From an optimization exercise on the open Yosys and OpenROAD flow, aimed at small area and a short achievable clock period; shortcuts taken in it are not production practice. RTL that was checked went through simulation tests only; none was proved equivalent to the original. The RTL of runs 2 and 3 was laid out without a check of its function. The clock port is modelled as an ideal driver; clocking choices that lean on that would not hold on a real chip. Power and IR drop assume default switching activity.

## standard.sh

```bash
#!/bin/bash
# synth_recipe.tcl (not shown) runs the flow's synth.tcl, then flattens the netlist and writes it again
# the make line also repeats each setting of config.mk as NAME=value (left out here)
make -C /OpenROAD-flow-scripts/flow DESIGN_CONFIG=/design/flow/config.mk WORK_HOME=/design/flow/orfs CLKGATE_MAP_FILE= SYNTH_SCRIPT=/design/flow/synth_recipe.tcl "${@:-finish}"
```

## design.v

```verilog
`default_nettype none
module sram_controller_pmu_sync (
    input  logic clk,
    input  logic reset_n,
    input  logic pwr_save_req,
    input  logic pwr_restore_req,
    output logic pwr_save_req_sync,
    output logic pwr_restore_req_sync
);
    logic [2:0] save_q;
    logic [2:0] restore_q;
    always_ff @(posedge clk or negedge reset_n) begin
        if (!reset_n) begin
            save_q    <= 3'b000;
            restore_q <= 3'b000;
        end else begin
            save_q    <= {save_q[1:0], pwr_save_req};
            restore_q <= {restore_q[1:0], pwr_restore_req};
        end
    end
    assign pwr_save_req_sync    = save_q[2];
    assign pwr_restore_req_sync = restore_q[2];
endmodule
`default_nettype wire
`default_nettype none
module sram_controller_wakeup_timer (
    input  logic clk,
    input  logic reset_n,
    input  logic enable,
    output logic timer_done
);
    logic [2:0] count;
    always_ff @(posedge clk or negedge reset_n) begin
        if (!reset_n) begin
            count <= 3'd0;
        end else if (enable) begin
            count <= count + 3'd1;
        end else begin
            count <= 3'd0;
        end
    end
    assign timer_done = count[2];
endmodule
`default_nettype wire
`default_nettype none
module sram_controller_fsm (
    input  logic       clk,
    input  logic       reset_n,
    input  logic       pwr_save_req_sync,
    input  logic       pwr_restore_req_sync,
    output logic [1:0] fsm_state,
    output logic       hready
);
    logic [1:0] state;
    logic       timer_done;
    sram_controller_wakeup_timer i_wakeup_timer (
        .clk(clk),
        .reset_n(reset_n),
        .enable(state[1]),
        .timer_done(timer_done)
    );
    always_ff @(posedge clk or negedge reset_n) begin
        if (!reset_n) begin
            state <= 2'b00;
        end else begin
            case (state)
                2'b00:   state <= {1'b0, pwr_save_req_sync};
                2'b01:   state <= pwr_restore_req_sync ? 2'b10 : 2'b01;
                2'b10:   state <= timer_done ? 2'b00 : 2'b10;
                default: state <= 2'b00;
            endcase
        end
    end
    assign fsm_state = state;
    assign hready    = ~(state[1] | state[0]);
endmodule
`default_nettype wire
`default_nettype none
module sram_controller_parity_xor32 (
    input  logic [31:0] data,
    output logic        parity
);
    assign parity = ^data;
endmodule
module sram_controller_parity (
    input  logic        clk,
    input  logic        reset_n,
    input  logic [31:0] rdata,
    input  logic        read_enable,
    input  logic        parity_in,
    output logic        parity_error
);
    logic rdata_parity;
    sram_controller_parity_xor32 i_rdata_parity (
        .data(rdata),
        .parity(rdata_parity)
    );
    always_ff @(posedge clk or negedge reset_n) begin
        if (!reset_n) begin
            parity_error <= 1'b0;
        end else begin
            parity_error <= read_enable & ~(rdata_parity ^ parity_in);
        end
    end
endmodule
`default_nettype wire
`default_nettype none
module sram_controller_parity_bit (
    input  logic clk,
    input  logic row,
    input  logic col_set,
    input  logic col_clr,
    output logic q
);
    always_ff @(posedge clk) begin
        q <= (q & ~(row & col_clr)) | (row & col_set);
    end
endmodule
module sram_controller_parity_sel8 (
    input  logic [7:0] bits,
    input  logic [7:0] sel,
    output logic       out
);
    assign out = |(bits & sel);
endmodule
module sram_controller_parity_sel16 (
    input  logic [15:0] bits,
    input  logic [15:0] sel,
    output logic        out
);
    logic [1:0] part;
    for (genvar g = 0; g < 2; g++) begin : g_part
        sram_controller_parity_sel8 u_sel (
            .bits(bits[g * 8 +: 8]),
            .sel(sel[g * 8 +: 8]),
            .out(part[g])
        );
    end
    assign out = |part;
endmodule
module sram_controller_parity_storage (
    input  logic       clk,
    input  logic       reset_n,
    input  logic       write_enable,
    input  logic [7:0] addr,
    input  logic       write_parity,
    output logic       read_parity
);
    logic [255:0] bits;
    logic [15:0]  row_sel;
    logic [15:0]  col_set;
    logic [15:0]  col_clr;
    logic [15:0]  row_hit;
    logic [15:0]  col_hit;
    logic [15:0]  row_val;
    always_comb begin
        for (int i = 0; i < 16; i++) begin
            row_hit[i] = (addr[7:4] == i[3:0]);
            col_hit[i] = (addr[3:0] == i[3:0]);
            row_sel[i] = ~reset_n | (write_enable & (addr[7:4] == i[3:0]));
            col_set[i] = reset_n & write_parity & (addr[3:0] == i[3:0]);
            col_clr[i] = ~reset_n | (~write_parity & (addr[3:0] == i[3:0]));
        end
    end
    for (genvar k = 0; k < 256; k++) begin : g_bit
        sram_controller_parity_bit u_bit (
            .clk(clk),
            .row(row_sel[k / 16]),
            .col_set(col_set[k % 16]),
            .col_clr(col_clr[k % 16]),
            .q(bits[k])
        );
    end
    for (genvar i = 0; i < 16; i++) begin : g_row
        sram_controller_parity_sel16 u_row (
            .bits(bits[i * 16 +: 16]),
            .sel(col_hit),
            .out(row_val[i])
        );
    end
    sram_controller_parity_sel16 u_col (
        .bits(row_val),
        .sel(row_hit),
        .out(read_parity)
    );
endmodule
`default_nettype wire
`default_nettype none
module sram_controller_ahb_lite (
    input  logic        hclk,
    input  logic        hreset_n,
    input  logic        hsel,
    input  logic [7:0]  haddr,
    input  logic        hwrite,
    input  logic [1:0]  htrans,
    input  logic [2:0]  hsize,
    input  logic [31:0] hwdata,
    output logic [31:0] hrdata,
    output logic        hresp,
    output logic        sram_csb0,
    output logic        sram_web0,
    output logic [7:0]  sram_addr0,
    output logic [31:0] sram_din0,
    output logic [3:0]  sram_wmask0,
    input  logic [31:0] sram_dout0,
    output logic        parity_error
);
    logic valid;
    logic read_enable;
    logic write_enable;
    logic parity_in;
    assign valid        = hsel & htrans[1];
    assign read_enable  = valid & ~hwrite;
    assign write_enable = valid & hwrite;
    assign sram_csb0  = ~valid;
    assign sram_web0  = ~write_enable;
    assign sram_addr0 = haddr;
    assign sram_din0  = hwdata;
    assign hresp      = 1'b0;
    always_comb begin
        case (hsize)
            3'b000:  sram_wmask0 = 4'b0001 << haddr[1:0];
            3'b001:  sram_wmask0 = haddr[1] ? 4'b1100 : 4'b0011;
            default: sram_wmask0 = 4'b1111;
        endcase
    end
    always_ff @(posedge hclk or negedge hreset_n) begin
        if (!hreset_n) begin
            hrdata <= 32'h0;
        end else if (read_enable) begin
            hrdata <= sram_dout0;
        end
    end
    sram_controller_parity_storage i_parity_storage (
        .clk(hclk),
        .reset_n(hreset_n),
        .write_enable(write_enable),
        .addr(haddr),
        .write_parity(~^hwdata),
        .read_parity(parity_in)
    );
    sram_controller_parity i_parity (
        .clk(hclk),
        .reset_n(hreset_n),
        .rdata(sram_dout0),
        .read_enable(read_enable),
        .parity_in(parity_in),
        .parity_error(parity_error)
    );
endmodule
`default_nettype wire
`default_nettype none
module sram_controller (
    input  logic        hclk,
    input  logic        hreset_n,
    input  logic        hsel,
    input  logic [7:0]  haddr,
    input  logic        hwrite,
    input  logic [1:0]  htrans,
    input  logic [2:0]  hsize,
    input  logic [31:0] hwdata,
    output logic [31:0] hrdata,
    output logic        hready,
    output logic        hresp,
    input  logic        pwr_save_req,
    input  logic        pwr_restore_req,
    output logic        sram_csb0,
    output logic        sram_web0,
    output logic [7:0]  sram_addr0,
    output logic [31:0] sram_din0,
    output logic [3:0]  sram_wmask0,
    input  logic [31:0] sram_dout0,
    output logic        parity_error,
    output logic [1:0]  fsm_state
);
    logic pwr_save_req_sync;
    logic pwr_restore_req_sync;
    sram_controller_pmu_sync i_pmu_sync (
        .clk(hclk),
        .reset_n(hreset_n),
        .pwr_save_req(pwr_save_req),
        .pwr_restore_req(pwr_restore_req),
        .pwr_save_req_sync(pwr_save_req_sync),
        .pwr_restore_req_sync(pwr_restore_req_sync)
    );
    sram_controller_fsm i_fsm (
        .clk(hclk),
        .reset_n(hreset_n),
        .pwr_save_req_sync(pwr_save_req_sync),
        .pwr_restore_req_sync(pwr_restore_req_sync),
        .fsm_state(fsm_state),
        .hready(hready)
    );
    sram_controller_ahb_lite i_ahb_lite (
        .hclk(hclk),
        .hreset_n(hreset_n),
        .hsel(hsel),
        .haddr(haddr),
        .hwrite(hwrite),
        .htrans(htrans),
        .hsize(hsize),
        .hwdata(hwdata),
        .hrdata(hrdata),
        .hresp(hresp),
        .sram_csb0(sram_csb0),
        .sram_web0(sram_web0),
        .sram_addr0(sram_addr0),
        .sram_din0(sram_din0),
        .sram_wmask0(sram_wmask0),
        .sram_dout0(sram_dout0),
        .parity_error(parity_error)
    );
endmodule
`default_nettype wire
```

## constraint.sdc

```tcl
create_clock -name core_clock -period 10.0 [get_ports {hclk}]
set_input_delay 2.0000 -clock core_clock [delete_from_list [all_inputs] [get_ports {hclk}]]
set_output_delay 2.0000 -clock core_clock [all_outputs]
set_load 0.01 [all_outputs]
```

## config.mk

```make
export PLATFORM = sky130hd
export DESIGN_NAME = sram_controller
export DESIGN_NICKNAME = sram_controller
export VERILOG_FILES = /design/flow/design.v
export SDC_FILE = /design/flow/constraint.sdc
export NUM_CORES = 4
export LEC_CHECK = 0
export CAP_MARGIN = 20
export CORE_MARGIN = 2
export CORE_UTILIZATION = 60
export GPL_TIMING_DRIVEN = 0
export PLACE_DENSITY = 0.7
export SLEW_MARGIN = 20
export SYNTH_HIERARCHICAL = 1
export SYNTH_MINIMUM_KEEP_SIZE = 0
```

## flow/tighten.tcl

```tcl
# Wraps ORFS's repair_timing_helper so that the stage's own timing repair runs
# against a tighter input delay (IO_FAST_IN_DELAY, max only, instead of the
# SDC's), which makes the repair speed up every path from an input port, to
# registers and to output ports alike. The SDC's input delay is restored
# right after the repair, so nothing of it is written to the stage's SDC.
proc io_fast_inputs { } {
  set clk_src [get_full_name [get_property [lindex [all_clocks] 0] sources]]
  set ins {}
  foreach p [all_inputs] {
    if { [get_full_name $p] ne $clk_src } { lappend ins $p }
  }
  return $ins
}

if { [info commands io_fast_orig_repair_timing_helper] eq "" } {
  rename repair_timing_helper io_fast_orig_repair_timing_helper
  proc repair_timing_helper { args } {
    set clk [lindex [all_clocks] 0]
    set ins [io_fast_inputs]
    set_input_delay -max $::env(IO_FAST_IN_DELAY) -clock $clk $ins
    io_fast_orig_repair_timing_helper {*}$args
    set_input_delay -max [expr { $::env(FLOW_PERIOD_NS) * 0.2 }] -clock $clk $ins
    report_worst_slack -max
  }
}
```

## flow/run.sh

```bash
#!/bin/bash
# Own layout flow: the standard ORFS flow (standard.sh: unchanged synthesis,
# floorplan, power grid and tap cells, placement, routing), with hooks that
# change how the paths from the input ports are built:
#  - synthesis buffers are removed at floorplan (REMOVE_ABC_BUFFERS) and the
#    ports are buffered with buf_1;
#  - io_fast.tcl (before the placement resizer): each input buffer drives only
#    the pins that lead to an output port; its loads that only reach registers
#    are moved behind a buffer of their own;
#  - tighten.tcl (CTS and global route stages): the stage's timing repair runs
#    against a tighter input delay (the SDC's is restored right after);
#  - the clock tree uses larger sink clusters and no dummy loads.
# The make run's full output goes to standard_flow.log in the work folder;
# ORFS's own per-step logs are under orfs/logs/.
set -euo pipefail
cd "$(dirname "${BASH_SOURCE[0]}")/.."
F=$PWD/flow

export REMOVE_ABC_BUFFERS=1
export BUFFER_PORTS_ARGS="-buffer_cell sky130_fd_sc_hd__buf_1"
export IO_FAST_IN_CELL=sky130_fd_sc_hd__buf_1
export IO_FAST_OUT_CELL=sky130_fd_sc_hd__buf_1
export IO_FAST_ISO_CELL=sky130_fd_sc_hd__buf_4
export IO_FAST_IN_DELAY=${IO_FAST_IN_DELAY:-7.6}
export PRE_RESIZE_TCL=$F/io_fast.tcl
export PRE_CTS_TCL=$F/tighten.tcl
export PRE_GLOBAL_ROUTE_TCL=$F/tighten.tcl
export CTS_ARGS="-sink_clustering_enable -repair_clock_nets -buf_list {sky130_fd_sc_hd__clkbuf_16} -sink_clustering_size 25 -sink_clustering_max_diameter 60 -dont_use_dummy_load"

bash standard.sh > standard_flow.log 2>&1
```

## flow/io_fast.tcl

```tcl
# Port-to-port paths: after buffer_ports, let each input buffer drive only the
# pins that lead combinationally to an output port, and move its other loads
# (those that only reach registers) behind a buffer of their own. Port buffers
# are then sized for speed.

proc io_fast_reaches_output { pin } {
  set paths [find_timing_paths -through $pin -to [all_outputs] -group_path_count 1]
  return [expr { [llength $paths] > 0 }]
}

proc io_fast { } {
  set in_cell  $::env(IO_FAST_IN_CELL)
  set out_cell $::env(IO_FAST_OUT_CELL)
  set iso_cell $::env(IO_FAST_ISO_CELL)
  set clk_port [get_full_name [get_property [lindex [all_clocks] 0] sources]]
  set n_iso 0
  foreach port [get_ports -filter "direction==output"] {
    set net [get_nets [get_full_name $port]]
    set drv [get_pins -of_objects $net -filter "direction==output"]
    if { [llength $drv] != 1 } { continue }
    set inst [get_cells -of_objects $drv]
    if { [string match "*__buf_*" [get_property $inst ref_name]] ||
         [string match "*__clkdlybuf*" [get_property $inst ref_name]] ||
         [string match "*__clkbuf_*" [get_property $inst ref_name]] } {
      replace_cell $inst $out_cell
    }
  }
  foreach port [get_ports -filter "direction==input"] {
    set pname [get_full_name $port]
    if { $pname eq $clk_port } { continue }
    set loads [get_pins -of_objects [get_nets $pname] -filter "direction==input"]
    if { [llength $loads] != 1 } { continue }
    set inbuf [get_cells -of_objects $loads]
    set ref [get_property $inbuf ref_name]
    if { ![string match "*buf*" $ref] } { continue }
    replace_cell $inbuf $in_cell
    set xnet [get_nets -of_objects [get_pins -of_objects $inbuf -filter "direction==output"]]
    set keep {}
    set move {}
    foreach s [get_pins -of_objects $xnet -filter "direction==input"] {
      if { [io_fast_reaches_output $s] } {
        lappend keep $s
      } else {
        lappend move $s
      }
    }
    if { [llength $keep] > 0 && [llength $move] > 1 } {
      insert_buffer -buffer_cell $iso_cell -net $xnet -load_pins $move
      incr n_iso
    }
  }
  puts "io_fast: isolated the register loads of $n_iso input ports"
}

io_fast
```

==> results.toml, run 1 <==
[synthesis]
ys_warn_count = 13
synth_compound_area_share_pct = 27.1
netlist_top_cells_area = "dfxtp_1, a22o_1, dfrtp_1"
yosys.area_share.simple_pct = 13.5
ys_top_cells_by_count = "nand2_1, a22o_1, dfxtp_1"
ys_seq_area_share_pct = 48.9
synth_ff_type = "dfxtp_1"
netlist_area_sq_mm = 0.0127
synth_cell_type_count = 36
synthArstFlopShare_pct = 14.7
synthAdderAreaFrac_pct = 0.0982
syn_avg_cell_area_sq_um = 9.93
synth.most_common_cell = "nand2_1"
synth_top_family_by_area = "compound AO/OA/AOI/OAI gates"
synth_edf_count = 0
synthMuxAreaShare_pct = 2.83
yosys_register_bits = 300
synth_top_cell_by_area = "dfxtp_1"
synth_top_area_share_pct = 40.2
syn_inst = 1283
synth_xor_area_share_pct = 4.40

[setup_path]
slowest_delay_ps = 150
cp_max_fo = 4
cp_top_family = "buffers and inverters"
path_cells = "buf_8 -> nor2b_4 -> o21ai_1 -> buf_2"
path_buf_inv = 2
cp_data_arrival_time_ps = 2490
required_ps = 8000
worst_setup_path_end_kind = "output port"
start_kind = "input port"
criticalPathCategory = "in2out"
cp_slowest_cell = "buf_2"

[timing]
finalCriticalPeriod_ps = 4490
finalCritPeriodShare_pct = 44.9
setup_slack_ps = 5510
maxSlewHeadroom_pct = 40.6
final_hold_viol_count = 0
final-max-slew-violation-count = 0
tightest_slew_ps = 890
timing.fmax_ghz = 0.223
rsz0062_at_grt = "yes"
clock_skew_ps = 23.4
setup_tns_ps = 0
setup_violations = 0

[grt]
grt_usage_pct = 32.6
gr-total-overflow = 0
grt_pass1_vias = 10000
antenna_found_initial = 0
grt_pass1_wl_mm = 56.7
grt_max_degree = 29

[clock_network]
clk_latency_ps = 510
clk_pin_slew_ps = 90
numCtsBuffers = 22
cts.sinks = 300
tritoncts = "yes"

[power_and_ir_drop]
p_leak_uw = 0.00572
fin_total_pwr_uw = 2830
ir_drop_v = 0.000132
powerDensity_mw_per_mm2 = 190

[place]
io_buffer_count = 163
postPlaceCellArea_sq_mm = 0.0142
place.gp.congestion = 0.937
pre_cts_slack_ps = 4870
hpwl_mm = 25.7
placedCellCount = 1702

[floorplan]
boundaryPins = 166
fp.coreArea_sq_mm = 0.0210
die_w_um = 150
die-area_sq_mm = 0.0224
start_util_pct = 60.8
die_y_um = 150
rows = 53

[route]
vias = 11000
finalWirelength_mm = 37.7
drt_pass1_iterations = 6
drtAntennaViolNets = 0
drt_iter0_drc = 1177
wire_per_inst_um = 21.8
post-route-drc-count = 0
vias_per_cell = 6.36

[final_layout]
syn_to_final_growth_pct = 17.1
fill_cells = 1558
layout.cells.non_filler = 1726
num_antenna_cells = 0
nets = 1537
drive_above_1_share_pct = 12.5
fin_area_sq_mm = 0.0149

[worst_hold_path]
worstHoldPathType = "reg2reg"

[outcome]
outcome = "finished clean"

[job]
maxCapViolCount = 0
worst paths after layout:
path | end | cells after the start | startpoint | slack (ps)
worst max-delay path | sram_wmask0[2] | 4 | haddr[0] | 5510
worst min-delay path | i_pmu_sync.restore_q[2] | 0 | i_pmu_sync.restore_q[1] | 350
worst max register to register | i_ahb_lite.i_parity.parity_error | 8 | i_ahb_lite.i_parity_storage.g_bit[139].u_bit.q | 7870
worst min register to register | i_pmu_sync.restore_q[2] | 0 | i_pmu_sync.restore_q[1] | 350
max in group asynchronous | i_ahb_lite.hrdata[26] | 4 | hreset_n | 7430
min in group asynchronous | i_fsm.i_wakeup_timer.count[1] | 1 | hreset_n | 1520
flip-flops by register name, indices dropped and copies added (netlist names):
register,flops
i_fsm.i_wakeup_timer.count,3
i_pmu_sync.save_q,3
i_ahb_lite.i_parity.parity_error,1
i_fsm.state,2
i_pmu_sync.restore_q,3
i_ahb_lite.hrdata,32
i_ahb_lite.i_parity_storage.g_bit.u_bit.q,256
cell usage in the layout, fill, tap and decap left out, types with 11 or more instances in the layout:
cell type,synthesis,layout
clkbuf_16,0,22
buf_1,0,150
a22o_1,256,256
mux2_2,32,32
o21ai_4,0,20
o21ai_2,0,11
nor2_1,43,15
or2_1,17,17
dfrtp_1,44,44
nand4_1,35,35
buf_4,41,12
nor2_2,1,20
buf_8,0,11
nand2_1,262,260
a22oi_1,136,136
xnor2_1,56,55
dfxtp_1,256,256
layer usage:
| layer | up-vias | global-route usage [%] | part of all wire (%) |
|---|---|---|---|
| met5 | - | 0 | 0 |
| met4 | 0 | 14.8 | 5.3 |
| met3 | 106 | 3.99 | 6.7 |
| met2 | 464 | 53.7 | 47 |
| met1 | 5279 | 43.2 | 41 |
| li1 | 5122 | - | - |
Yosys stat by module, one instance, submodules excluded, a selection:
module                          cells  flops+latches
sram_controller_ahb_lite          152             32
sram_controller_fsm                 9              2
sram_controller_parity              3              1
sram_controller_parity_bit          3              1
sram_controller_parity_sel16        1              0
sram_controller_parity_sel8         5              0
sram_controller_parity_storage    119              0
sram_controller_parity_xor32       31              0
sram_controller_pmu_sync            6              6
sram_controller_wakeup_timer        8              3
kinds of logic after synthesis:
group / count (synthesis)
compound gates: 430
xor+xnor: 64
fa+ha+maj: 1
buf+inv: 59
flops: 300
mux: 32
other cells: 1
simple gates: 396
repair_timing:
item	in CTS	in global routing
gates resized for setup	36	15
pin swaps	2	3
hold buffers	0	0
setup buffers	0	1
setup endpoints to repair	230	57
per-stage QoR:
step / hold WS (ps) / util (%)
after floorplan: 331 / -
after global placement: 333 / 63.5
after detailed placement: 335 / 67.6
after CTS: 355 / 70.8
after global routing: 368 / 71.2
final: 354 / 71.2
worst register-to-register path: stages (launching register included):
cell	delay [ps]
dfxtp_1	310
a22oi_1	290
nand4_1	250
or2_1	290
a22oi_1	210
nand4_1	130
or2_1	290
xnor2_1	130
and2_1	150
layout make-up, clock buffers not listed:
type / count / area [sq um] / area share [%]
timing repair buffer: 203 / 1230 / 8.28
sequential: 300 / 6230 / 41.7
inverter: 2 / 7.51 / 0.0503
multi-input combinational: 924 / 6560 / 43.9
tap: 275 / 344 / 2.31
where the power goes:
part	switching, uW	total, uW	internal (uW)	leakage, uW
combinational	344	597	254	0.00285
sequential	89.3	1450	1360	0.00260
clock	397	786	389	0.000271
total	830	2830	2000	0.00572
==> run 2, diff against run 1 <==
--- a/design.v
+++ b/design.v
@@ -25,20 +25,8 @@
 `default_nettype none
 module sram_controller_wakeup_timer (
-    input  logic clk,
-    input  logic reset_n,
-    input  logic enable,
-    output logic timer_done
+    input  logic [2:0] count,
+    output logic [2:0] count_next
 );
-    logic [2:0] count;
-    always_ff @(posedge clk or negedge reset_n) begin
-        if (!reset_n) begin
-            count <= 3'd0;
-        end else if (enable) begin
-            count <= count + 3'd1;
-        end else begin
-            count <= 3'd0;
-        end
-    end
-    assign timer_done = count[2];
+    assign count_next = (count[2] & count[1]) ? 3'b000 : count + 3'd1;
 endmodule
 `default_nettype wire
@@ -52,26 +40,23 @@
     output logic       hready
 );
-    logic [1:0] state;
-    logic       timer_done;
+    logic [2:0] state;
+    logic [2:0] wakeup_next;
     sram_controller_wakeup_timer i_wakeup_timer (
-        .clk(clk),
-        .reset_n(reset_n),
-        .enable(state[1]),
-        .timer_done(timer_done)
+        .count(state),
+        .count_next(wakeup_next)
     );
     always_ff @(posedge clk or negedge reset_n) begin
         if (!reset_n) begin
-            state <= 2'b00;
+            state <= 3'b000;
         end else begin
             case (state)
-                2'b00:   state <= {1'b0, pwr_save_req_sync};
-                2'b01:   state <= pwr_restore_req_sync ? 2'b10 : 2'b01;
-                2'b10:   state <= timer_done ? 2'b00 : 2'b10;
-                default: state <= 2'b00;
+                3'b000:  state <= {2'b00, pwr_save_req_sync};
+                3'b001:  state <= pwr_restore_req_sync ? 3'b010 : 3'b001;
+                default: state <= wakeup_next;
             endcase
         end
     end
-    assign fsm_state = state;
-    assign hready    = ~(state[1] | state[0]);
+    assign fsm_state = {state[2] | state[1], ~state[2] & ~state[1] & state[0]};
+    assign hready    = ~(state[2] | state[1] | state[0]);
 endmodule
 `default_nettype wire
--- a/flow/run.sh
+++ b/flow/run.sh
@@ -26,5 +26,5 @@
 export PRE_CTS_TCL=$F/tighten.tcl
 export PRE_GLOBAL_ROUTE_TCL=$F/tighten.tcl
-export CTS_ARGS="-sink_clustering_enable -repair_clock_nets -buf_list {sky130_fd_sc_hd__clkbuf_16} -sink_clustering_size 25 -sink_clustering_max_diameter 60 -dont_use_dummy_load"
+export CTS_ARGS="-sink_clustering_enable -repair_clock_nets -buf_list {sky130_fd_sc_hd__clkbuf_4} -sink_clustering_size 12 -sink_clustering_max_diameter 30 -dont_use_dummy_load"
 
 bash standard.sh > standard_flow.log 2>&1
--- a/config.mk
+++ b/config.mk
@@ -8,7 +8,7 @@
 export CAP_MARGIN = 20
 export CORE_MARGIN = 2
-export CORE_UTILIZATION = 60
+export CORE_UTILIZATION = 40
 export GPL_TIMING_DRIVEN = 0
-export PLACE_DENSITY = 0.7
+export PLACE_DENSITY = 0.6
 export SLEW_MARGIN = 20
 export SYNTH_HIERARCHICAL = 1
==> results.toml, run 2 <==
[synthesis]
syn_avg_cell_area_sq_um = 9.89
synth_top_area_share_pct = 40.3
syn_inst = 1286
synth_edf_count = 0
netlist_area_sq_mm = 0.0127
netlist_top_cells_area = "dfxtp_1, a22o_1, dfrtp_1"
synth_cell_type_count = 41
synth.most_common_cell = "nand2_1"
ys_warn_count = 12
synth_ff_type = "dfxtp_1"
yosys_register_bits = 298
ys_seq_area_share_pct = 48.5
ys_top_cells_by_count = "nand2_1, a22o_1, dfxtp_1"
synth_top_cell_by_area = "dfxtp_1"
synthArstFlopShare_pct = 14.1

[setup_path]
worst_setup_path_end_kind = "output port"
r2r-start = "i_ahb_lite.i_parity_storage.g_bit[216].u_bit.q"
reg2reg_depth = 8
criticalPathCategory = "in2out"
cp_max_fo = 4
required_ps = 8000
cp_data_arrival_time_ps = 2470
path_cells = "buf_8 -> nor2b_4 -> o21ai_1 -> buf_2"
r2r_setup_slack_ps = 7810
slowest_delay_ps = 140
timing.rr.end = "i_ahb_lite.i_parity.parity_error"
cp_slowest_cell = "buf_2"
start_kind = "input port"

[grt]
gr-total-overflow = 0
grt_usage_pct = 22.6
grt_pass1_wl_mm = 58.4
grt_max_degree = 30
grt_pass1_vias = 10600
antenna_found_initial = 2

[timing]
clock_skew_ps = 64.5
final-max-slew-violation-count = 0
rsz0062_at_grt = "yes"
setup_slack_ps = 5530
finalCritPeriodShare_pct = 44.7
setup_tns_ps = 0
tightest_slew_ps = 930
final_hold_viol_count = 0
finalCriticalPeriod_ps = 4470
setup_violations = 0
timing.fmax_ghz = 0.224
maxSlewHeadroom_pct = 38.0

[floorplan]
die-area_sq_mm = 0.0332
die_w_um = 182
fp.coreArea_sq_mm = 0.0315
start_util_pct = 40.4
boundaryPins = 166
rows = 65
die_y_um = 182

[worst_hold_path]
holdPathEnd = "i_pmu_sync.restore_q[2]"
worstHoldPathCells = 0
worstHoldPathType = "reg2reg"
min_from = "i_pmu_sync.restore_q[1]"

[final_layout]
fin_area_sq_mm = 0.0149
layout_commonest_cell = "nand2_1"
largest_reg_flops = 256
syn_to_final_growth_pct = 17.0
largest_registers = "i_ahb_lite.i_parity_storage.g_bit.u_bit.q (256), i_ahb_lite.hrdata (32)"
top_register = "i_ahb_lite.i_parity_storage.g_bit.u_bit.q"
nets = 1584
final_cell_mix = "nand2_1, a22o_1, dfxtp_1"
drive_above_1_share_pct = 15.0
final_util_pct = 47.3

[route]
vias_per_cell = 5.71
drt_iter0_drc = 820
drt_pass1_iterations = 5
drtAntennaViolNets = 0
vias = 10900
post-route-drc-count = 0
finalWirelength_mm = 37.6
wire_per_inst_um = 19.8

[power_and_ir_drop]
p_leak_uw = 0.00570
ir_drop_v = 0.0000988
powerDensity_mw_per_mm2 = 185

[place]
hpwl_mm = 25.8
pre_cts_slack_ps = 4800
postPlaceCellArea_sq_mm = 0.0143
io_buffer_count = 163
place.gp.congestion = 0.813

[clock_network]
clk_pin_slew_ps = 60
clk_latency_ps = 690
numCtsBuffers = 66
cts.sinks = 298
tritoncts = "yes"

[job]
maxCapViolCount = 0

[outcome]
outcome = "finished clean"
## run 2: logic make-up after synthesis
| kind of cell | synth area share [%] |
|---|---|
| XOR/XNOR | 4.34 |
| other | 0.0295 |
| AO/OA/AOI/OAI | 27.4 |
| buffers and inverters | 3.14 |
| AND/OR/NAND/NOR | 13.6 |
| adder cells (fa/ha/maj) | 0.0983 |
| flip-flops | 48.5 |
| multiplexers | 2.91 |
## run 2: metrics by stage
step | hold slack [ps] | total power, uW | instances
6_report | 349 | 2760 | 1901
3_3_place_gp | 332 | 2010 | 1794
2_1_floorplan | 331 | 1830 | 1229
5_1_grt | 370 | 2920 | 1901
4_1_cts | 354 | 2790 | 1900
3_5_place_dp | 335 | 2050 | 1833
## run 2: modules after synthesis (local to each module, per instance), excerpt
module / times used / cell area, sq um / cells inside / flip-flops and latches
sram_controller_ahb_lite: 1 / 1820 / 152 / 32
sram_controller_fsm: 1 / 148 / 15 / 3
sram_controller_parity: 1 / 40.0 / 3 / 1
sram_controller_parity_bit: 256 / 32.5 / 3 / 1
sram_controller_parity_sel8: 34 / 36.3 / 5 / 0
sram_controller_parity_storage: 1 / 588 / 119 / 0
sram_controller_parity_xor32: 1 / 272 / 31 / 0
sram_controller_pmu_sync: 1 / 150 / 6 / 6
## run 2: per-layer routing
layer | GRT usage [%] | share of wire, %
met3 | 3.77 | 4.8
met5 | 0 | 0
met1 | 29.1 | 44
met4 | 11.6 | 4.4
met2 | 36.5 | 47
## run 2: layout make-up, clock buffers not listed
cell class | instances | area [sq um]
Antenna cell | 1 | 2.50
Fill cell | 2944 | 16600
Inverter | 3 | 11.3
Multi-Input combinational cell | 928 | 6500
Sequential cell | 298 | 6180
Tap cell | 402 | 503
Timing Repair Buffer | 203 | 1190
## run 2: worst max path at each step
stage,startpoint,endpoint,slack (ps),cells past startpoint
detailed placement,haddr[0],i_ahb_lite.i_parity.parity_error,4800,12
global route,haddr[0],sram_wmask0[0],5510,4
finish,haddr[0],sram_wmask0[0],5530,4
floorplan,hsel,i_ahb_lite.i_parity_storage.g_bit[0].u_bit.q,5210,6
global placement,hreset_n,i_ahb_lite.i_parity_storage.g_bit[80].u_bit.q,940,3
CTS,haddr[0],sram_wmask0[0],5530,4
## run 2: power breakdown
group	leakage [uW]	switching, uW	internal [uW]
Sequential	0.00257	88.7	1350
Combinational	0.00282	337	258
Clock	0.000304	423	301
## run 2: repair_timing
item                       4_1_cts  5_1_grt
setup buffers                    1        0
setup endpoints to repair        6        6
gates cloned                     0        0
pin swaps                        1        1
gates resized for setup         19        4
hold buffers                     0        0
## run 2: critical path, delay by kind of cell
kind / cells / cell delay, ps
buffers and inverters: 2 / 240
AND/OR/NAND/NOR: 1 / 120
AO/OA/AOI/OAI: 1 / 110
==> run 3, diff against run 2 <==
--- a/flow/run.sh
+++ b/flow/run.sh
@@ -26,5 +26,5 @@
 export PRE_CTS_TCL=$F/tighten.tcl
 export PRE_GLOBAL_ROUTE_TCL=$F/tighten.tcl
-export CTS_ARGS="-sink_clustering_enable -repair_clock_nets -buf_list {sky130_fd_sc_hd__clkbuf_4} -sink_clustering_size 12 -sink_clustering_max_diameter 30 -dont_use_dummy_load"
+export CTS_ARGS="-sink_clustering_enable -repair_clock_nets -buf_list {sky130_fd_sc_hd__clkbuf_8} -sink_clustering_size 24 -sink_clustering_max_diameter 40 -dont_use_dummy_load"
 
 bash standard.sh > standard_flow.log 2>&1
==> results.toml, run 3 <==
[outcome]
outcome = "finished clean"

[final_layout]
multi_input_area_sq_mm = 0.00655
largest_reg_flops = 256
final_cell_mix = "nand2_1, a22o_1, dfxtp_1"
top_register = "i_ahb_lite.i_parity_storage.g_bit.u_bit.q"
fill_cells = 2911
largest_registers = "i_ahb_lite.i_parity_storage.g_bit.u_bit.q (256), i_ahb_lite.hrdata (32)"
layout_commonest_cell = "nand2_1"
regArea_sq_mm = 0.00618
num_antenna_cells = 0
fin_area_sq_mm = 0.0150
drive_above_1_share_pct = 13.6
layout.cells.non_filler = 1874
nets = 1558
syn_to_final_growth_pct = 17.7

[power_and_ir_drop]
seqPwrFrac_pct = 51.3
pwr-share-clk_pct = 27.4
switching_share_pct = 30.0
p_leak_uw = 0.00568
power.switching_uw = 844
combPwrFrac_pct = 21.3
ir_drop_v = 0.0000978
p_int_uw = 1960
powerDensity_mw_per_mm2 = 188

[route]
post-route-drc-count = 0
vias_per_cell = 5.71
wire_per_inst_um = 20.0
drtAntennaViolNets = 0
finalWirelength_mm = 37.5
drt_pass1_iterations = 5
vias = 10700
drt_iter0_drc = 739

[grt]
gr-total-overflow = 0
met1_usage_pct = 29.3
grt_usage_pct = 22.3
antenna_found_initial = 1
grtUsageMet3_pct = 3.47
grt_max_degree = 30
use_met2_pct = 37.1
busiest_layer = "met2"
grt_pass1_wl_mm = 58.2
grt_pass1_vias = 10400

[synthesis]
synth_edf_count = 0
synth_top_cell_by_area = "dfxtp_1"
synth_ff_type = "dfxtp_1"
synth.most_common_cell = "nand2_1"
ys_seq_area_share_pct = 48.5
synth_top_area_share_pct = 40.3
netlist_top_cells_area = "dfxtp_1, a22o_1, dfrtp_1"
syn_inst = 1286
syn_avg_cell_area_sq_um = 9.89
netlist_area_sq_mm = 0.0127
ys_top_cells_by_count = "nand2_1, a22o_1, dfxtp_1"
synthArstFlopShare_pct = 14.1
synth_cell_type_count = 41
yosys_register_bits = 298
ys_warn_count = 12

[place]
placedCellCount = 1833
io_buffer_count = 163
hpwl_mm = 25.8
place.gp.congestion = 0.813
postPlaceCellArea_sq_mm = 0.0143

[floorplan]
boundaryPins = 166
fp.coreArea_sq_mm = 0.0315
rows = 65
die_y_um = 182
start_util_pct = 40.4
die_w_um = 182
die-area_sq_mm = 0.0332

[timing]
clock_skew_ps = 42.7
tightest_slew_ps = 944
final-max-slew-violation-count = 0
setup_tns_ps = 0
maxSlewHeadroom_pct = 37.0
setup_violations = 0
finalCritPeriodShare_pct = 44.7
timing.fmax_ghz = 0.224
rsz0062_at_grt = "yes"
finalCriticalPeriod_ps = 4470
final_hold_viol_count = 0

[clock_network]
clk_latency_ps = 540
cts.sinks = 298
clk_pin_slew_ps = 60
numCtsBuffers = 40
tritoncts = "yes"
postCtsHoldBufs = 0

[setup_path]
start_kind = "input port"
criticalPathCategory = "in2out"
worst_setup_path_end_kind = "output port"
cp_max_fo = 4
required_ps = 8000
cp_data_arrival_time_ps = 2470

[worst_hold_path]
worstHoldPathType = "reg2reg"

[job]
maxCapViolCount = 0
## run 3: changes by cell type in the layout (fill, tap and decap cells not counted), moves of 2 or more
cell and change:
clkbuf_4 -66, nor2_4 +6, clkbuf_8 +40, o21ai_1 +2
nor2_2 -4, nor2_1 -2, o21ai_0 -2
## run 3: critical path, stage by stage
cell     delay [ps]
buf_8           100
nor2b_4         120
o21ai_1         110
buf_2           140
## run 3: cells by family after synthesis
kind of cell	synth area share, %
AO/OA/AOI/OAI	27.4
buffers and inverters	3.14
other	0.0295
XOR/XNOR	4.34
multiplexers	2.91
flip-flops	48.5
AND/OR/NAND/NOR	13.6
adder cells (fa/ha/maj)	0.0983
## run 3: routing by layer
metal	wire [um]	part of all wire, %
met3	2020	5.4
met5	0	0
met4	1350	3.6
met1	16200	43
met2	17900	48
## run 3: per-stage QoR
step	utilization, %	power, uW	hold WS (ps)	setup WS [ps]
4_1_cts	47.4	2830	351	5530
6_report	47.6	2810	347	5530
3_3_place_gp	42.7	2010	332	944
5_1_grt	47.6	2960	355	5500
2_1_floorplan	-	1830	331	5210
3_5_place_dp	45.5	2050	335	4800
## run 3: Yosys stat by module, one instance, submodules excluded, a selection
| module | area, sq um | cells | flip-flops and latches | copies in the design |
|---|---|---|---|---|
| sram_controller_parity_storage | 588 | 119 | 0 | 1 |
| sram_controller_parity_xor32 | 272 | 31 | 0 | 1 |
| sram_controller_parity_bit | 32.5 | 3 | 1 | 256 |
| sram_controller_wakeup_timer | 41.3 | 5 | 0 | 1 |
| sram_controller_fsm | 148 | 15 | 3 | 1 |
| sram_controller_parity | 40.0 | 3 | 1 | 1 |
| sram_controller_parity_sel16 | 6.26 | 1 | 0 | 17 |
| sram_controller_pmu_sync | 150 | 6 | 6 | 1 |
| sram_controller_parity_sel8 | 36.3 | 5 | 0 | 34 |
| sram_controller_ahb_lite | 1820 | 152 | 32 | 1 |
## run 3: what timing repair did
item | in CTS | in global routing
pin swaps | 2 | 3
setup endpoints to repair | 66 | 131
buffers inserted | 1 | 0
gates resized for setup | 33 | 10
## run 3: path summary, 6_finish.rpt
check | start | to | slack (ps) | cells past startpoint
hold reg to reg | i_pmu_sync.restore_q[1] | i_pmu_sync.restore_q[2] | 350 | 0
setup / recovery | haddr[0] | sram_wmask0[0] | 5530 | 4
min in group asynchronous | hreset_n | i_fsm.state[1] | 1310 | 1
hold / removal | i_pmu_sync.restore_q[1] | i_pmu_sync.restore_q[2] | 350 | 0
max in group asynchronous | hreset_n | i_ahb_lite.hrdata[24] | 8200 | 2
setup reg to reg | i_ahb_lite.i_parity_storage.g_bit[104].u_bit.q | i_ahb_lite.i_parity.parity_error | 7740 | 8
## run 3: area by class of cell, clock buffers not listed
type | count | area share (%)
sequential | 298 | 41.2
tap | 402 | 3.36
timing repair buffer | 203 | 7.94
inverter | 3 | 0.0752
multi-input combinational | 928 | 43.7
## run 3: power by group through the flow
stage	Clock [uW]	Combinational, uW	Sequential (uW)
2_1_floorplan	0	370	1460
3_3_place_gp	0	548	1460
3_5_place_dp	0	593	1460
4_1_cts	789	597	1440
5_1_grt	843	657	1460
6_report	769	599	1440
==> run 4, diff against run 3 <==
--- a/design.v
+++ b/design.v
@@ -172,4 +172,20 @@
 `default_nettype wire
 `default_nettype none
+module sram_controller_hrdata_bit (
+    input  logic clk,
+    input  logic reset_n,
+    input  logic load,
+    input  logic hold,
+    input  logic d,
+    output logic q
+);
+    always_ff @(posedge clk or negedge reset_n) begin
+        if (!reset_n) begin
+            q <= 1'b0;
+        end else begin
+            q <= (load & d) | (hold & q);
+        end
+    end
+endmodule
 module sram_controller_ahb_lite (
     input  logic        hclk,
@@ -210,10 +226,13 @@
         endcase
     end
-    always_ff @(posedge hclk or negedge hreset_n) begin
-        if (!hreset_n) begin
-            hrdata <= 32'h0;
-        end else if (read_enable) begin
-            hrdata <= sram_dout0;
-        end
+    for (genvar i = 0; i < 32; i++) begin : g_hrdata
+        sram_controller_hrdata_bit u_bit (
+            .clk(hclk),
+            .reset_n(hreset_n),
+            .load(read_enable),
+            .hold(~read_enable),
+            .d(sram_dout0[i]),
+            .q(hrdata[i])
+        );
     end
     sram_controller_parity_storage i_parity_storage (
--- a/flow/run.sh
+++ b/flow/run.sh
@@ -10,5 +10,5 @@
 #  - tighten.tcl (CTS and global route stages): the stage's timing repair runs
 #    against a tighter input delay (the SDC's is restored right after);
-#  - the clock tree uses larger sink clusters and no dummy loads.
+#  - the clock tree uses its own buffer list and sink clustering, and no dummy loads.
 # The make run's full output goes to standard_flow.log in the work folder;
 # ORFS's own per-step logs are under orfs/logs/.
@@ -26,5 +26,5 @@
 export PRE_CTS_TCL=$F/tighten.tcl
 export PRE_GLOBAL_ROUTE_TCL=$F/tighten.tcl
-export CTS_ARGS="-sink_clustering_enable -repair_clock_nets -buf_list {sky130_fd_sc_hd__clkbuf_8} -sink_clustering_size 24 -sink_clustering_max_diameter 40 -dont_use_dummy_load"
+export CTS_ARGS="-sink_clustering_enable -repair_clock_nets -buf_list {sky130_fd_sc_hd__clkbuf_16} -sink_clustering_size 30 -sink_clustering_max_diameter 90 -dont_use_dummy_load"
 
 bash standard.sh > standard_flow.log 2>&1
==> results.toml, run 4 <==
[outcome]
outcome = "finished clean"

[synthesis]
synth_top_area_share_pct = 40.6
synth_cell_type_count = 40
synth_ff_type = "dfxtp_1"
syn_avg_cell_area_sq_um = 9.84
yosys_register_bits = 298
netlist_area_sq_mm = 0.0126
synth.most_common_cell = "a22o_1"
netlist_top_cells_area = "dfxtp_1, a22o_1, dfrtp_1"
ys_warn_count = 13
synth_top_cell_by_area = "dfxtp_1"
synth_edf_count = 0
syn_inst = 1284
synthArstFlopShare_pct = 14.1
ys_seq_area_share_pct = 48.9
ys_top_cells_by_count = "a22o_1, nand2_1, dfxtp_1"

[final_layout]
final_cell_mix = "a22o_1, nand2_1, dfxtp_1"
multi_input_area_sq_mm = 0.00652
nets = 1538
fill_cells = 2881
top_register = "i_ahb_lite.i_parity_storage.g_bit.u_bit.q"
layout_commonest_cell = "a22o_1"
largest_registers = "i_ahb_lite.i_parity_storage.g_bit.u_bit.q (256), i_ahb_lite.g_hrdata.u_bit.q (32)"
num_antenna_cells = 0
syn_to_final_growth_pct = 17.3
drive_above_1_share_pct = 10.1
regArea_sq_mm = 0.00618
largest_reg_flops = 256

[route]
wire_per_inst_um = 20.5
drt_pass1_iterations = 5
vias_per_cell = 5.79
drt_iter0_drc = 904
vias = 10700
post-route-drc-count = 0
finalWirelength_mm = 38.0
drtAntennaViolNets = 0

[timing]
final-max-slew-violation-count = 0
clock_skew_ps = 38.4
final_hold_viol_count = 0
setup_violations = 0
tightest_slew_ps = 1050
finalCriticalPeriod_ps = 4480
rsz0062_at_grt = "yes"
setup_tns_ps = 0
setup_slack_ps = 5520
finalCritPeriodShare_pct = 44.8
maxSlewHeadroom_pct = 29.9
timing.fmax_ghz = 0.223

[clock_network]
clk_pin_slew_ps = 100
numCtsBuffers = 14
cts.sinks = 298
tritoncts = "yes"
clk_latency_ps = 520
postCtsHoldBufs = 0

[floorplan]
fp.coreArea_sq_mm = 0.0313
start_util_pct = 40.3
rows = 65
boundaryPins = 166
die_w_um = 182
die_y_um = 182
die-area_sq_mm = 0.0330

[place]
place.gp.congestion = 0.866
pre_cts_slack_ps = 4870
io_buffer_count = 163
hpwl_mm = 26.0

[grt]
antenna_found_initial = 0
gr-total-overflow = 0
grt_pass1_vias = 9877
grt_usage_pct = 22.4
grt_pass1_wl_mm = 58.3
grt_max_degree = 34

[setup_path]
cp_top_family = "buffers and inverters"
cp_slowest_cell = "buf_2"
required_ps = 8000
slowest_delay_ps = 140
cp_max_fo = 4
path_cells = "buf_8 -> nor2b_4 -> o21ai_1 -> buf_2"
worst_setup_path_end_kind = "output port"
cp_data_arrival_time_ps = 2480
start_kind = "input port"
path_buf_inv = 2
criticalPathCategory = "in2out"

[power_and_ir_drop]
ir_drop_v = 0.000121
combPwrFrac_pct = 22.8
pwr-share-clk_pct = 23.5
p_int_uw = 1860
seqPwrFrac_pct = 53.7
power.switching_uw = 807
switching_share_pct = 30.2
powerDensity_mw_per_mm2 = 180
p_leak_uw = 0.00568

[job]
maxCapViolCount = 0

[worst_hold_path]
worstHoldPathType = "reg2reg"
-- run 4: repair_timing --
action,4_1_cts,5_1_grt
endpoints found under the setup margin,70,256
resized for setup,27,21
pin swaps,2,4
buffers inserted,0,4
-- run 4: cell families after synthesis --
| family | synth area share, % |
|---|---|
| other | 0.0297 |
| xor gates and xnor gates | 4.37 |
| adders and majority gates | 0.0990 |
| DFF | 48.9 |
| buffers and inverters | 3.07 |
| AOI/OAI and AO/OA | 29.8 |
| and+or+nand+nor | 13.7 |
| muxes | 0.0793 |
-- run 4: final timing paths --
check / from / endpoint / slack [ps] / depth (start not counted)
max in group asynchronous: hreset_n / i_ahb_lite.i_parity.parity_error / 7870 / 3
worst max-delay path: haddr[0] / sram_wmask0[0] / 5520 / 4
worst min-delay path: i_pmu_sync.save_q[1] / i_pmu_sync.save_q[2] / 360 / 0
worst max register to register: i_ahb_lite.i_parity_storage.g_bit[168].u_bit.q / i_ahb_lite.i_parity.parity_error / 7780 / 8
min in group asynchronous: hreset_n / i_ahb_lite.g_hrdata[4].u_bit.q / 1410 / 1
worst min register to register: i_pmu_sync.save_q[1] / i_pmu_sync.save_q[2] / 360 / 0
-- run 4: stage by stage --
stage	total power, uW	hold slack [ps]	util, %	instance area, sq um	std cells
after global routing	2800	361	47.3	14800	1854
after floorplan	1810	331	-	12300	1230
after CTS	2670	359	46.8	14600	1850
final	2670	356	47.3	14800	1854
after detailed placement	2040	335	45.5	14200	1836
after global placement	1990	334	42.7	13400	1795
-- run 4: layout make-up, clock buffers not listed --
| cell class | count | area share (%) |
|---|---|---|
| inverter | 4 | 0.101 |
| multi-input combinational | 928 | 44.0 |
| sequential | 298 | 41.7 |
| tap | 402 | 3.39 |
| timing repair buffer | 208 | 8.44 |
-- run 4: per-module statistics from Yosys (local to each module, per instance), a selection --
module                          times used  flops+latches
sram_controller_parity_xor32             1              0
sram_controller_fsm                      1              3
sram_controller_pmu_sync                 1              6
sram_controller_parity_storage           1              0
sram_controller_ahb_lite                 1              0
sram_controller_parity                   1              1
-- run 4: power groups by stage --
stage          Sequential (uW)  Clock [uW]  Combinational [uW]
3_3_place_gp              1450           0                 539
3_5_place_dp              1460           0                 587
4_1_cts                   1430         648                 590
5_1_grt                   1450         686                 664
2_1_floorplan             1450           0                 364
6_report                  1430         627                 609
-- run 4: metal layers --
layer / part of all wire, % / GRT usage, % / up-vias
li1: - / - / 5157
met1: 44 / 30.5 / 5219
met2: 48 / 37.0 / 286
met3: 4.9 / 2.63 / 65
met4: 3.3 / 7.45 / 0
met5: 0 / 0 / -
==> run 5, diff against run 4 <==
--- a/flow/run.sh
+++ b/flow/run.sh
@@ -26,5 +26,5 @@
 export PRE_CTS_TCL=$F/tighten.tcl
 export PRE_GLOBAL_ROUTE_TCL=$F/tighten.tcl
-export CTS_ARGS="-sink_clustering_enable -repair_clock_nets -buf_list {sky130_fd_sc_hd__clkbuf_16} -sink_clustering_size 30 -sink_clustering_max_diameter 90 -dont_use_dummy_load"
+export CTS_ARGS="-sink_clustering_enable -repair_clock_nets -buf_list {sky130_fd_sc_hd__clkbuf_4} -sink_clustering_size 12 -sink_clustering_max_diameter 30 -dont_use_dummy_load"
 
 bash standard.sh > standard_flow.log 2>&1
==> results.toml, run 5 <==
[outcome]
outcome = "finished clean"

[final_layout]
nets = 1582
layout_commonest_cell = "a22o_1"
syn_to_final_growth_pct = 17.2
largest_registers = "i_ahb_lite.i_parity_storage.g_bit.u_bit.q (256), i_ahb_lite.g_hrdata.u_bit.q (32)"
largest_reg_flops = 256
drive_above_1_share_pct = 12.6
top_register = "i_ahb_lite.i_parity_storage.g_bit.u_bit.q"
final_cell_mix = "a22o_1, nand2_1, dfxtp_1"

[setup_path]
reg2reg_depth = 8
cp_max_fo = 2
required_ps = 8000
cp_data_arrival_time_ps = 2470
criticalPathCategory = "in2out"
start_kind = "input port"
startpoint = "hsize[0]"
r2r-start = "i_ahb_lite.i_parity_storage.g_bit[168].u_bit.q"
r2r_setup_slack_ps = 7790
worst_setup_path_end_kind = "output port"

[grt]
gr-total-overflow = 0
grt_max_degree = 34
grt_pass1_wl_mm = 59.6
grt_usage_pct = 23.0
antenna_found_initial = 1
grt_pass1_vias = 10300

[timing]
final_hold_viol_count = 0
tightest_slew_ps = 1040
timing.fmax_ghz = 0.224
maxSlewHeadroom_pct = 30.4
finalCritPeriodShare_pct = 44.7
final-max-slew-violation-count = 0
setup_tns_ps = 0
rsz0062_at_grt = "yes"
setup_violations = 0
finalCriticalPeriod_ps = 4470
clock_skew_ps = 50.6

[clock_network]
tritoncts = "yes"
cts.sinks = 298
numCtsBuffers = 60
clk_pin_slew_ps = 70
clk_latency_ps = 750

[worst_hold_path]
min_from = "i_pmu_sync.restore_q[1]"
worstHoldPathType = "reg2reg"
worstHoldPathCells = 0

[synthesis]
netlist_top_cells_area = "dfxtp_1, a22o_1, dfrtp_1"
synth_top_area_share_pct = 40.6
synth.most_common_cell = "a22o_1"
netlist_area_sq_mm = 0.0126
synthArstFlopShare_pct = 14.1
ys_warn_count = 13
syn_avg_cell_area_sq_um = 9.84
synth_cell_type_count = 40
synth_edf_count = 0
ys_top_cells_by_count = "a22o_1, nand2_1, dfxtp_1"
yosys_register_bits = 298
syn_inst = 1284
ys_seq_area_share_pct = 48.9
synth_top_cell_by_area = "dfxtp_1"
synth_ff_type = "dfxtp_1"

[place]
place.gp.congestion = 0.866
hpwl_mm = 26.0
io_buffer_count = 163

[job]
maxCapViolCount = 0

[route]
wire_per_inst_um = 20.3
drt_pass1_iterations = 5
vias = 11000
drtAntennaViolNets = 0
post-route-drc-count = 0
vias_per_cell = 5.77
drt_iter0_drc = 903
finalWirelength_mm = 38.6

[power_and_ir_drop]
fin_total_pwr_uw = 2720
p_leak_uw = 0.00574
ir_drop_v = 0.0000914
powerDensity_mw_per_mm2 = 183

[floorplan]
die_y_um = 182
die_w_um = 182
fp.coreArea_sq_mm = 0.0313
rows = 65
start_util_pct = 40.3
die-area_sq_mm = 0.0330
boundaryPins = 166
==> run 5: layout make-up, clock buffers not listed <==
cell class / count / area (sq um)
Tap cell: 402 / 503
Sequential cell: 298 / 6180
Antenna cell: 1 / 2.50
Timing Repair Buffer: 206 / 1210
Fill cell: 2928 / 16500
Multi-Input combinational cell: 928 / 6450
Inverter: 4 / 15.0
==> run 5: final timing paths <==
| path | end |
|---|---|
| setup / recovery | sram_wmask0[3] |
| hold / removal | i_pmu_sync.restore_q[2] |
| setup reg to reg | i_ahb_lite.i_parity.parity_error |
| hold reg to reg | i_pmu_sync.restore_q[2] |
| max in group asynchronous | i_ahb_lite.g_hrdata[2].u_bit.q |
| min in group asynchronous | i_pmu_sync.restore_q[0] |
==> run 5: logic make-up (layout without fill, tap and decap cells) <==
logic type               after synthesis  after routing  synth area share (%)
AND/OR/NAND/NOR                      396            396                  13.7
other                                  1              2                0.0297
AO/OA/AOI/OAI                        466            466                  29.8
XOR/XNOR                              63             63                  4.37
buffers and inverters                 58            270                  3.07
adder cells (fa/ha/maj)                1              1                0.0990
flip-flops                           298            298                  48.9
multiplexers                           1              1                0.0793
==> run 5: power by group <==
part	total [uW]	internal, uW	leakage (uW)	switching, uW
Clock	688	271	0.000276	417
Sequential	1440	1350	0.00259	88.4
Combinational	592	253	0.00288	339
Total	2720	1870	0.00574	845
==> run 5: metal layers <==
| layer | GRT usage (%) | part of all wire [%] | vias to the layer above |
|---|---|---|---|
| li1 | - | - | 5262 |
| met1 | 30.5 | 44 | 5259 |
| met2 | 36.6 | 47 | 342 |
| met3 | 4.23 | 5.3 | 95 |
| met4 | 10.6 | 4.1 | 0 |
| met5 | 0 | 0 | - |
==> run 5: Yosys stat by module, one instance, submodules excluded, excerpt <==
module	flip-flops and latches	cell area (sq um)
sram_controller_ahb_lite	0	643
sram_controller_fsm	3	148
sram_controller_hrdata_bit	1	33.8
sram_controller_parity	1	40.0
sram_controller_parity_bit	1	32.5
sram_controller_parity_sel16	0	6.26
sram_controller_parity_sel8	0	36.3
sram_controller_parity_storage	0	588
sram_controller_parity_xor32	0	272
sram_controller_pmu_sync	6	150
sram_controller_wakeup_timer	0	41.3
==> run 5: repair_timing <==
item                       CTS  global route
setup buffers                1             1
setup endpoints to repair    5            11
hold buffers                 0             0
resized for setup           17            12
pin swaps                    3             2
==> run 5: critical path: stages <==
cell and delay, ps:
buf_2 120, nor2_1 140, o21ai_1 70, buf_2 140
==> run 5: stage by stage <==
step	instances	hold slack (ps)	cell area, sq um	worst slack [ps]	utilization, %
floorplan	1230	331	12300	5210	-
global placement	1795	334	13400	942	42.7
detailed placement	1836	335	14200	4870	45.5
CTS	1897	355	14700	5530	47.1
global route	1899	360	14800	5500	47.3
finish	1899	350	14800	5530	47.3
==> run 6, diff against run 5 <==
--- a/flow/run.sh
+++ b/flow/run.sh
@@ -9,5 +9,7 @@
 #    are moved behind a buffer of their own;
 #  - tighten.tcl (CTS and global route stages): the stage's timing repair runs
-#    against a tighter input delay (the SDC's is restored right after);
+#    against a tighter input delay (the SDC's is restored right after),
+#    followed by a power-recovery pass that sizes cells back down where that
+#    tighter delay leaves slack;
 #  - the clock tree uses its own buffer list and sink clustering, and no dummy loads.
 # The make run's full output goes to standard_flow.log in the work folder;
@@ -23,4 +25,5 @@
 export IO_FAST_ISO_CELL=sky130_fd_sc_hd__buf_4
 export IO_FAST_IN_DELAY=${IO_FAST_IN_DELAY:-7.6}
+export IO_FAST_RECOVER=100
 export PRE_RESIZE_TCL=$F/io_fast.tcl
 export PRE_CTS_TCL=$F/tighten.tcl
--- a/flow/tighten.tcl
+++ b/flow/tighten.tcl
@@ -4,4 +4,6 @@
 # registers and to output ports alike. The SDC's input delay is restored
 # right after the repair, so nothing of it is written to the stage's SDC.
+# With IO_FAST_RECOVER set, a power-recovery pass (which sizes cells down
+# where there is slack) follows the repair, against the same tighter delay.
 proc io_fast_inputs { } {
   set clk_src [get_full_name [get_property [lindex [all_clocks] 0] sources]]
@@ -20,4 +22,8 @@
     set_input_delay -max $::env(IO_FAST_IN_DELAY) -clock $clk $ins
     io_fast_orig_repair_timing_helper {*}$args
+    if { [info exists ::env(IO_FAST_RECOVER)] && $::env(IO_FAST_RECOVER) > 0 } {
+      # Size cells back down where the tighter input delay leaves slack.
+      log_cmd repair_timing -recover_power $::env(IO_FAST_RECOVER) -setup_margin 0 -verbose
+    }
     set_input_delay -max [expr { $::env(FLOW_PERIOD_NS) * 0.2 }] -clock $clk $ins
     report_worst_slack -max
==> results.toml, run 6 <==
[timing]
clock_skew_ps = 51.9
setup_violations = 0
finalCriticalPeriod_ps = 4470
tightest_slew_ps = 1230
maxSlewHeadroom_pct = 18.0
timing.fmax_ghz = 0.224
setup_tns_ps = 0
final-max-slew-violation-count = 0
finalCritPeriodShare_pct = 44.7
final_hold_viol_count = 0
rsz0062_at_grt = "yes"

[synthesis]
ys_seq_area_share_pct = 48.9
ys_top_cells_by_count = "a22o_1, nand2_1, dfxtp_1"
synth_cell_type_count = 40
synthArstFlopShare_pct = 14.1
syn_avg_cell_area_sq_um = 9.84
synth_ff_type = "dfxtp_1"
yosys_register_bits = 298
synth_top_cell_by_area = "dfxtp_1"
ys_warn_count = 13
netlist_area_sq_mm = 0.0126
syn_inst = 1284
netlist_top_cells_area = "dfxtp_1, a22o_1, dfrtp_1"
synth_edf_count = 0
synth_top_area_share_pct = 40.6
synth.most_common_cell = "a22o_1"

[final_layout]
largest_reg_flops = 256
nets = 1581
largest_registers = "i_ahb_lite.i_parity_storage.g_bit.u_bit.q (256), i_ahb_lite.g_hrdata.u_bit.q (32)"
fill_cells = 2933
drive_above_1_share_pct = 12.1
syn_to_final_growth_pct = 16.8
top_register = "i_ahb_lite.i_parity_storage.g_bit.u_bit.q"
final_cell_mix = "a22o_1, nand2_1, dfxtp_1"
layout_commonest_cell = "a22o_1"

[power_and_ir_drop]
combPwrFrac_pct = 21.8
p_leak_uw = 0.00572
fin_total_pwr_uw = 2710
powerDensity_mw_per_mm2 = 184
pwr-share-clk_pct = 25.4
switching_share_pct = 31.0
seqPwrFrac_pct = 52.9
p_int_uw = 1870
ir_drop_v = 0.0000917
power.switching_uw = 842

[setup_path]
worst_setup_path_end_kind = "output port"
required_ps = 8000
path_cells = "buf_2 -> nor2_1 -> o21ai_1 -> buf_2"
slowest_delay_ps = 140
cp_max_fo = 2
cp_data_arrival_time_ps = 2470
start_kind = "input port"
cp_slowest_cell = "nor2_1"
path_common_cell = "buf_2"
criticalPathCategory = "in2out"

[clock_network]
clk_pin_slew_ps = 70
numCtsBuffers = 60
postCtsHoldBufs = 0
tritoncts = "yes"
cts.sinks = 298
clk_latency_ps = 750

[grt]
grt_max_degree = 34
grt_pass1_vias = 10300
grt_usage_pct = 23.0
gr-total-overflow = 0
grt_pass1_wl_mm = 59.6
antenna_found_initial = 1

[floorplan]
die_y_um = 182
fp.coreArea_sq_mm = 0.0313
boundaryPins = 166
rows = 65
die-area_sq_mm = 0.0330
start_util_pct = 40.3
die_w_um = 182

[place]
io_buffer_count = 163
hpwl_mm = 26.0
place.gp.congestion = 0.866

[worst_hold_path]
worstHoldPathType = "reg2reg"

[route]
drtAntennaViolNets = 0
finalWirelength_mm = 38.4
vias_per_cell = 5.79
wire_per_inst_um = 20.3
drt_iter0_drc = 850
vias = 11000
post-route-drc-count = 0
drt_pass1_iterations = 5

[job]
maxCapViolCount = 0

[outcome]
outcome = "finished clean"
## run 6: cell counts after synthesis
Identical to the previous run, type by type.
## run 6: through the flow
step / worst slack [ps] / hold slack [ps] / cells / area [sq um] / utilization [%]
after floorplan: 5210 / 331 / 1230 / 12300 / -
after global placement: 942 / 334 / 1795 / 13400 / 42.7
after detailed placement: 4870 / 335 / 1836 / 14200 / 45.5
after CTS: 5530 / 355 / 1897 / 14700 / 47.0
after global routing: 5490 / 360 / 1898 / 14800 / 47.1
final: 5530 / 350 / 1898 / 14800 / 47.1
## run 6: area by class of cell, clock buffers not listed
cell class / count / area, sq um / area share, %
multi-input combinational: 928 / 6410 / 43.5
sequential: 298 / 6180 / 41.9
timing repair buffer: 205 / 1190 / 8.09
tap: 402 / 503 / 3.41
inverter: 4 / 15.0 / 0.102
antenna: 1 / 2.50 / 0.0170
## run 6: power groups by stage
stage | logic (uW) | clock network (uW) | registers, uW
global placement | 539 | 0 | 1450
CTS | 587 | 714 | 1430
finish | 591 | 688 | 1440
global route | 647 | 775 | 1450
floorplan | 364 | 0 | 1450
detailed placement | 587 | 0 | 1460
## run 6: repair_timing
action                                  in CTS  in global routing
endpoints found under the hold margin        0                  0
cloned                                       0                  0
endpoints found under the setup margin       5                 21
pin swaps                                    3                  2
gates resized for setup                     17                  7
buffers inserted                             1                  0
## run 6: per-layer routing
layer,routed length (um),up-vias,part of all wire (%),global-route usage (%)
met5,0,-,0,0
met4,1510,0,3.9,10.4
met3,2230,91,5.8,4.23
met2,18000,346,47,36.7
met1,16700,5283,44,30.5
li1,-,5267,-,-
## run 6: cell families after synthesis
| logic type | Yosys count | share of synthesized area (%) |
|---|---|---|
| mux | 1 | 0.0793 |
| flops | 298 | 48.9 |
| fa+ha+maj | 1 | 0.0990 |
| compound gates | 466 | 29.8 |
| other cells | 1 | 0.0297 |
| simple gates | 396 | 13.7 |
| xor+xnor | 63 | 4.37 |
| buf+inv | 58 | 3.07 |
## run 6: final timing paths
check	startpoint	to	slack, ps	depth (start not counted)
max in group asynchronous	hreset_n	i_ahb_lite.g_hrdata[2].u_bit.q	8020	3
setup reg to reg	i_ahb_lite.i_parity_storage.g_bit[220].u_bit.q	i_ahb_lite.i_parity.parity_error	7770	8
setup / recovery	hsize[0]	sram_wmask0[3]	5530	4
hold reg to reg	i_pmu_sync.restore_q[1]	i_pmu_sync.restore_q[2]	350	0
hold / removal	i_pmu_sync.restore_q[1]	i_pmu_sync.restore_q[2]	350	0
min in group asynchronous	hreset_n	i_pmu_sync.restore_q[0]	1240	1
## run 6: modules after synthesis (local to each module, per instance), a selection
| module | flip-flops and latches | times used |
|---|---|---|
| sram_controller_parity_bit | 1 | 256 |
| sram_controller_wakeup_timer | 0 | 1 |
| sram_controller_parity_sel8 | 0 | 34 |
| sram_controller_parity_storage | 0 | 1 |
| sram_controller_hrdata_bit | 1 | 32 |
| sram_controller_pmu_sync | 6 | 1 |
| sram_controller_parity | 1 | 1 |
| sram_controller_parity_xor32 | 0 | 1 |
| sram_controller_ahb_lite | 0 | 1 |
| sram_controller_fsm | 3 | 1 |
| sram_controller_parity_sel16 | 0 | 17 |
## run 6: worst max-delay path: cells and delay by family
kind | cells | cell delay (ps)
AOI/OAI and AO/OA | 1 | 70
and+or+nand+nor | 1 | 140
buffers and inverters | 2 | 260

re-timing with driven ports:
How much do the figures lean on ideal ports? The routed layouts below were timed once more, with nothing changed but the port constraints. Step 1 sets driving cells, clkbuf_16 on the clock port and buf_2 on the other inputs (assumed; they add their load-dependent delay and slew). Step 2 times the ports against the registers' clock, not the clock port: input delays grow and output delays shrink by t, the midpoint of the rising clock arrivals with the driver on. Three values: no drivers, after step 1, after step 2; two values: the first two.
run | t, ns | setup slack, ns | worst data-port slew with drivers (ns)
run 1 | 0.549 | 5.513 / 5.471 / 5.087 | 0.05
run 2 | 0.708 | 5.533 / 5.490 / 5.131 | 0.06
run 3 | 0.575 | 5.528 / 5.484 / 5.083 | 0.06
run 4 | 0.545 | 5.524 / 5.481 / 5.171 | 0.05
run 5 | 0.760 | 5.534 / 5.492 / 5.023 | 0.06
run 6 | 0.753 | 5.533 / 5.492 / 4.948 | 0.06
After both steps every run listed still meets setup and hold. For run 6, which loses most, drivers alone change the setup slack by -0.041 ns; drivers and shift together by -0.585 ns.
